This design comes from an exercise in tuning for small area on the open sky130 flow, not from production work.
At most, simulation tests tie the RTL to the original design; equivalence was not proved.
Power is estimated from default activity; no workload was simulated.

run 1:
Design labyrinth_car, start of the top module:
module labyrinth_car
(
	input  		 clk	,
	input  		 rst	,	 
	input  		 echoR,
	input  		 echoL,
	input  		 echoM,
	output 		 trigR,	 
	output 		 trigL,
	output 		 trigM,
	output 		 Tx	,
	output [3:0] motors_PWM,
	output 		 led,
	output 		 buzzer
);
==> flow/config.mk <==
export PLATFORM = sky130hd
export DESIGN_NAME = labyrinth_car
export DESIGN_NICKNAME = labyrinth_car
export VERILOG_FILES = /design/flow/design.v
export SDC_FILE = /design/flow/constraint.sdc
export NUM_CORES = 4
export LEC_CHECK = 0
export ABC_AREA = 1
export CAP_MARGIN = 20
export CORE_MARGIN = 2
export CORE_UTILIZATION = 70
export SLEW_MARGIN = 20
==> flow/constraint.sdc <==
create_clock -name core_clock -period 10.0 [get_ports {clk}]
set_input_delay 2.0000 -clock core_clock [delete_from_list [all_inputs] [get_ports {clk}]]
set_output_delay 2.0000 -clock core_clock [all_outputs]
set_load 0.01 [all_outputs]
standard.sh (not shown) runs the stock make flow with config.mk's settings and CLKGATE_MAP_FILE= SYNTH_SCRIPT=/design/flow/synth_recipe.tcl, a recipe that flattens the netlist after the stock synthesis.
==> flow/flow/run.sh <==
#!/bin/bash
# Layout flow: the standard synthesis, then the combinational logic between the
# registers mapped again by ABC for area (the registers, their names and cell types are
# kept as the standard synthesis made them), then the rest of the standard flow.
# Each tool's output goes to a log of its own in this folder.
set -euo pipefail
R=orfs/results/$FLOW_PLATFORM/labyrinth_car/base
PLAT=$FLOW_HOME/platforms/$FLOW_PLATFORM
LIB=$PLAT/lib/sky130_fd_sc_hd__tt_025C_1v80.lib
YOSYS=$(command -v yosys || echo /OpenROAD-flow-scripts/tools/install/yosys/bin/yosys)

bash standard.sh synth > 1_standard_synth.log 2>&1
cp $R/1_2_yosys.v 1_standard_netlist.v

# the platform's don't-use cells
DU=$(sed -n '/DONT_USE_CELLS += /,/^#/p' $PLAT/config.mk | grep -o 'sky130_fd_sc_hd__[a-z0-9_]*' | sed 's/^/-dont_use /' | tr '\n' ' ')

# read each combinational cell as its function and each register cell as a black box,
# flatten the combinational cells into logic and map that logic again
$YOSYS -p "read_liberty -ignore_miss_func $LIB; \
  blackbox sky130_fd_sc_hd__df* sky130_fd_sc_hd__edf* sky130_fd_sc_hd__sdf* sky130_fd_sc_hd__sedf* sky130_fd_sc_hd__dl*; \
  read_verilog 1_standard_netlist.v; hierarchy -top $FLOW_TOP; flatten; opt_clean -purge; \
  techmap; opt -fast; \
  abc -script flow/area.abc -liberty $LIB $DU; opt_clean -purge; \
  hilomap -singleton -hicell sky130_fd_sc_hd__conb_1 HI -locell sky130_fd_sc_hd__conb_1 LO; \
  splitnets; opt_clean -purge; stat -liberty $LIB; \
  write_verilog -noattr -nohex -nodec 1_remapped_netlist.v" > 1_remap.log 2>&1

cp 1_remapped_netlist.v $R/1_2_yosys.v
bash standard.sh finish BUFFER_PORTS_ARGS="-buffer_cell sky130_fd_sc_hd__buf_1" CTS_ARGS="-sink_clustering_enable -repair_clock_nets -sink_clustering_size 11 -sink_clustering_max_diameter 50 -buf_list sky130_fd_sc_hd__clkbuf_4 -dont_use_dummy_load" > 2_standard_finish.log 2>&1
==> flow/flow/area.abc <==
strash
&get -n
&deepsyn -T 30
&put
dch -f
amap
Run 1 has completed all stages; timing, DRC and antenna checks passed.
Relative to run 1, the following input files were edited for run 2:
Settings: CTS_BUF_LIST now sky130_fd_sc_hd__clkbuf_4, previously not set; CORE_UTILIZATION now 60, was 70; CTS_CLUSTER_SIZE now 12, previously not set; CTS_CLUSTER_DIAMETER now 40, previously not set.
diff --git a/flow/flow/run.sh b/flow/flow/run.sh
--- a/flow/flow/run.sh
+++ b/flow/flow/run.sh
@@ -29,2 +29,2 @@
 cp 1_remapped_netlist.v $R/1_2_yosys.v
-bash standard.sh finish BUFFER_PORTS_ARGS="-buffer_cell sky130_fd_sc_hd__buf_1" CTS_ARGS="-sink_clustering_enable -repair_clock_nets -sink_clustering_size 11 -sink_clustering_max_diameter 50 -buf_list sky130_fd_sc_hd__clkbuf_4 -dont_use_dummy_load" > 2_standard_finish.log 2>&1
+bash standard.sh finish BUFFER_PORTS_ARGS="-buffer_cell sky130_fd_sc_hd__buf_1" CTS_ARGS="-sink_clustering_enable -repair_clock_nets -sink_clustering_size 20 -sink_clustering_max_diameter 50 -buf_list sky130_fd_sc_hd__clkbuf_8 -dont_use_dummy_load" > 2_standard_finish.log 2>&1
Results
- [run 2 vs run 1] DRC marker count from the first detailed-route iteration: lower in run 2
- Between run 2 and run 1, it is run 2 whose met3 wire length is lower, by 28%.
- The number of cell instances on the worst register-to-register path in run 2 sits 1 below the value recorded for run 1.
- Average routed wire per standard cell, run 1 and run 2: larger value in run 1
- Between run 2 and run 1, it is run 2 whose cell area is higher, by 210 um^2.
- Comparing area after synthesis for run 1 and run 2, the smaller number came from run 1.
- From run 2 to run 1, depth of the worst hold-timing path did not move at all.
Setup changes, run 2 to run 3
diff --git a/flow/flow/run.sh b/flow/flow/run.sh
--- a/flow/flow/run.sh
+++ b/flow/flow/run.sh
@@ -29,2 +29,2 @@
 cp 1_remapped_netlist.v $R/1_2_yosys.v
-bash standard.sh finish BUFFER_PORTS_ARGS="-buffer_cell sky130_fd_sc_hd__buf_1" CTS_ARGS="-sink_clustering_enable -repair_clock_nets -sink_clustering_size 20 -sink_clustering_max_diameter 50 -buf_list sky130_fd_sc_hd__clkbuf_8 -dont_use_dummy_load" > 2_standard_finish.log 2>&1
+bash standard.sh finish BUFFER_PORTS_ARGS="-buffer_cell sky130_fd_sc_hd__buf_1" CTS_ARGS="-sink_clustering_enable -repair_clock_nets -sink_clustering_size 12 -sink_clustering_max_diameter 40 -buf_list sky130_fd_sc_hd__clkbuf_4 -dont_use_dummy_load" > 2_standard_finish.log 2>&1
### Flow results
- Run 3 packs its core more loosely than run 2.
- Final area in run 3 vs run 2: down 130 um^2
- | clock power share | lower: run 3 |

Another version of the RTL of labyrinth_car (not shown whole).
For scale: roughly 1600 cells after synthesis, ~210 flip-flops, ~15 I/O pins, roughly 12000 µm² of cells after synthesis.
==> flow/config.mk <==
export PLATFORM = sky130hd
export DESIGN_NAME = labyrinth_car
export DESIGN_NICKNAME = labyrinth_car
export VERILOG_FILES = /design/flow/design.v
export SDC_FILE = /design/flow/constraint.sdc
export NUM_CORES = 4
export LEC_CHECK = 0
export ABC_AREA = 1
export CAP_MARGIN = 20
export CORE_MARGIN = 2
export CORE_UTILIZATION = 60
export CTS_BUF_LIST = sky130_fd_sc_hd__clkbuf_8
export CTS_CLUSTER_DIAMETER = 50
export CTS_CLUSTER_SIZE = 20
export SLEW_MARGIN = 20
==> flow/constraint.sdc <==
create_clock -name core_clock -period 10.0 [get_ports {clk}]
set_input_delay 2.0000 -clock core_clock [delete_from_list [all_inputs] [get_ports {clk}]]
set_output_delay 2.0000 -clock core_clock [all_outputs]
set_load 0.01 [all_outputs]
run.sh (not shown) runs the stock make flow with config.mk's settings and CLKGATE_MAP_FILE= SYNTH_SCRIPT=/design/flow/synth_recipe.tcl, a recipe that flattens the netlist after the stock synthesis.
Stock flow here: none of the scripts above is used.
The first run passed the timing, design-rule and antenna checks.
Then changed:
==> flow/flow/run.sh (new file) <==
#!/bin/bash
# Layout flow: the standard synthesis, then the combinational logic between the
# registers mapped again by ABC for area (the registers, their names and cell types are
# kept as the standard synthesis made them), then the rest of the standard flow.
# Each tool's output goes to a log of its own in this folder.
set -euo pipefail
R=orfs/results/$FLOW_PLATFORM/labyrinth_car/base
PLAT=$FLOW_HOME/platforms/$FLOW_PLATFORM
LIB=$PLAT/lib/sky130_fd_sc_hd__tt_025C_1v80.lib
YOSYS=$(command -v yosys || echo /OpenROAD-flow-scripts/tools/install/yosys/bin/yosys)

bash standard.sh synth > 1_standard_synth.log 2>&1
cp $R/1_2_yosys.v 1_standard_netlist.v

# the platform's don't-use cells
DU=$(sed -n '/DONT_USE_CELLS += /,/^#/p' $PLAT/config.mk | grep -o 'sky130_fd_sc_hd__[a-z0-9_]*' | sed 's/^/-dont_use /' | tr '\n' ' ')

# read each combinational cell as its function and each register cell as a black box,
# flatten the combinational cells into logic and map that logic again
$YOSYS -p "read_liberty -ignore_miss_func $LIB; \
  blackbox sky130_fd_sc_hd__df* sky130_fd_sc_hd__edf* sky130_fd_sc_hd__sdf* sky130_fd_sc_hd__sedf* sky130_fd_sc_hd__dl*; \
  read_verilog 1_standard_netlist.v; hierarchy -top $FLOW_TOP; flatten; opt_clean -purge; \
  techmap; opt -fast; \
  abc -script flow/area.abc -liberty $LIB $DU; opt_clean -purge; \
  hilomap -singleton -hicell sky130_fd_sc_hd__conb_1 HI -locell sky130_fd_sc_hd__conb_1 LO; \
  splitnets; opt_clean -purge; stat -liberty $LIB; \
  write_verilog -noattr -nohex -nodec 1_remapped_netlist.v" > 1_remap.log 2>&1

cp 1_remapped_netlist.v $R/1_2_yosys.v
bash standard.sh finish > 2_standard_finish.log 2>&1
==> flow/flow/area.abc (new file) <==
strash
&get -n
&deepsyn -T 30
&put
dch -f
amap
==> flow/standard.sh (new file) <==
#!/bin/bash
# synth_recipe.tcl (not shown) runs the flow's synth.tcl, then flattens the netlist and writes it again
# the make line also repeats each setting of config.mk as NAME=value (left out here)
make -C /OpenROAD-flow-scripts/flow DESIGN_CONFIG=/design/flow/config.mk WORK_HOME=/design/flow/orfs CLKGATE_MAP_FILE= SYNTH_SCRIPT=/design/flow/synth_recipe.tcl "${@:-finish}"
--- a/flow/config.mk
+++ b/flow/config.mk
@@ -10,6 +10,6 @@
 export CORE_MARGIN = 2
 export CORE_UTILIZATION = 60
-export CTS_BUF_LIST = sky130_fd_sc_hd__clkbuf_8
-export CTS_CLUSTER_DIAMETER = 50
-export CTS_CLUSTER_SIZE = 20
+export CTS_BUF_LIST = sky130_fd_sc_hd__clkbuf_4
+export CTS_CLUSTER_DIAMETER = 40
+export CTS_CLUSTER_SIZE = 12
 export SLEW_MARGIN = 20
removed: flow/run.sh
=> Global-route usage shrinks by 2.2 points. Hold slack stays flat. Die area shrinks by about a fifth. First-iteration DRC count falls by about a fifth. Core utilization grows by 2.6 points. Sequential power is higher by a little under a tenth. Sequential share of layout area goes up by 10 points. Count of clock-buffer cells in the layout came out higher by 2. Clock power is lower by roughly a tenth.
Then changed:
==> flow/run.sh (new file) <==
#!/bin/bash
# synth_recipe.tcl (not shown) runs the flow's synth.tcl, then flattens the netlist and writes it again
# the make line also repeats each setting of config.mk as NAME=value (left out here)
make -C /OpenROAD-flow-scripts/flow DESIGN_CONFIG=/design/flow/config.mk WORK_HOME=/design/flow/orfs CLKGATE_MAP_FILE= SYNTH_SCRIPT=/design/flow/synth_recipe.tcl finish
removed: flow/flow/run.sh
removed: flow/flow/area.abc
removed: flow/standard.sh
=>
- critical path depth rose by 2
- design area rose by 26%
- combinational power fell by 64%
Then changed:
--- a/flow/config.mk
+++ b/flow/config.mk
@@ -10,6 +10,3 @@
 export CORE_MARGIN = 2
 export CORE_UTILIZATION = 60
-export CTS_BUF_LIST = sky130_fd_sc_hd__clkbuf_4
-export CTS_CLUSTER_DIAMETER = 40
-export CTS_CLUSTER_SIZE = 12
 export SLEW_MARGIN = 20
Power came out higher by 8.1%.
Wire length came out higher by 0.54%.
First-iteration DRC count came out higher by 3.2%.
Setup slack improved by 0.082 ns.
No run of this note included a check of the RTL's function; only the layout flow was run.

==> separate check: timing with driven ports <==
Ports are ideal in the flow. The routed layouts listed here were re-timed in OpenROAD.
Step 1, drivers: a clkbuf_16 drives clk and a buf_2 each remaining input, both assumed.
Step 2, shift: input delay + t, output delay - t, t = (earliest + latest rising clock arrival at the registers) / 2. This alone moves slack from input paths to output paths.
Three values: ideal ports, drivers, drivers and shift; two values: the first two.
| run | t, ns | setup WS [ns] | hold slack, ns | worst data-port slew with drivers (ns) |
|---|---|---|---|---|
| run 1 | 0.625 | 5.731 / 5.698 / 5.469 | 0.359 / 0.359 / 0.359 | 0.03 |
| run 2 | 0.539 | 5.827 / 5.788 / 5.694 | 0.350 / 0.350 / 0.350 | 0.03 |
| run 3 | 0.657 | 5.697 / 5.660 / 5.436 | 0.362 / 0.362 / 0.362 | 0.03 |
| the first run of note 2 | 0.631 | 5.784 / 5.740 / 6.090 | 0.360 / 0.360 / 0.360 | 0.04 |
| the second run of note 2 | 0.685 | 5.695 / 5.659 / 5.715 | 0.362 / 0.362 / 0.362 | 0.03 |
| the third run of note 2 | 0.669 | 5.771 / 5.732 / 6.074 | 0.362 / 0.362 / 0.362 | 0.04 |
| the fourth run of note 2 | 0.571 | 5.853 / 5.804 / 6.103 | 0.370 / 0.370 / 0.370 | 0.04 |
After both steps setup and hold are still met in every run listed. For run 1, which loses most, drivers alone change the setup slack by -0.033 ns; drivers and shift together by -0.262 ns.
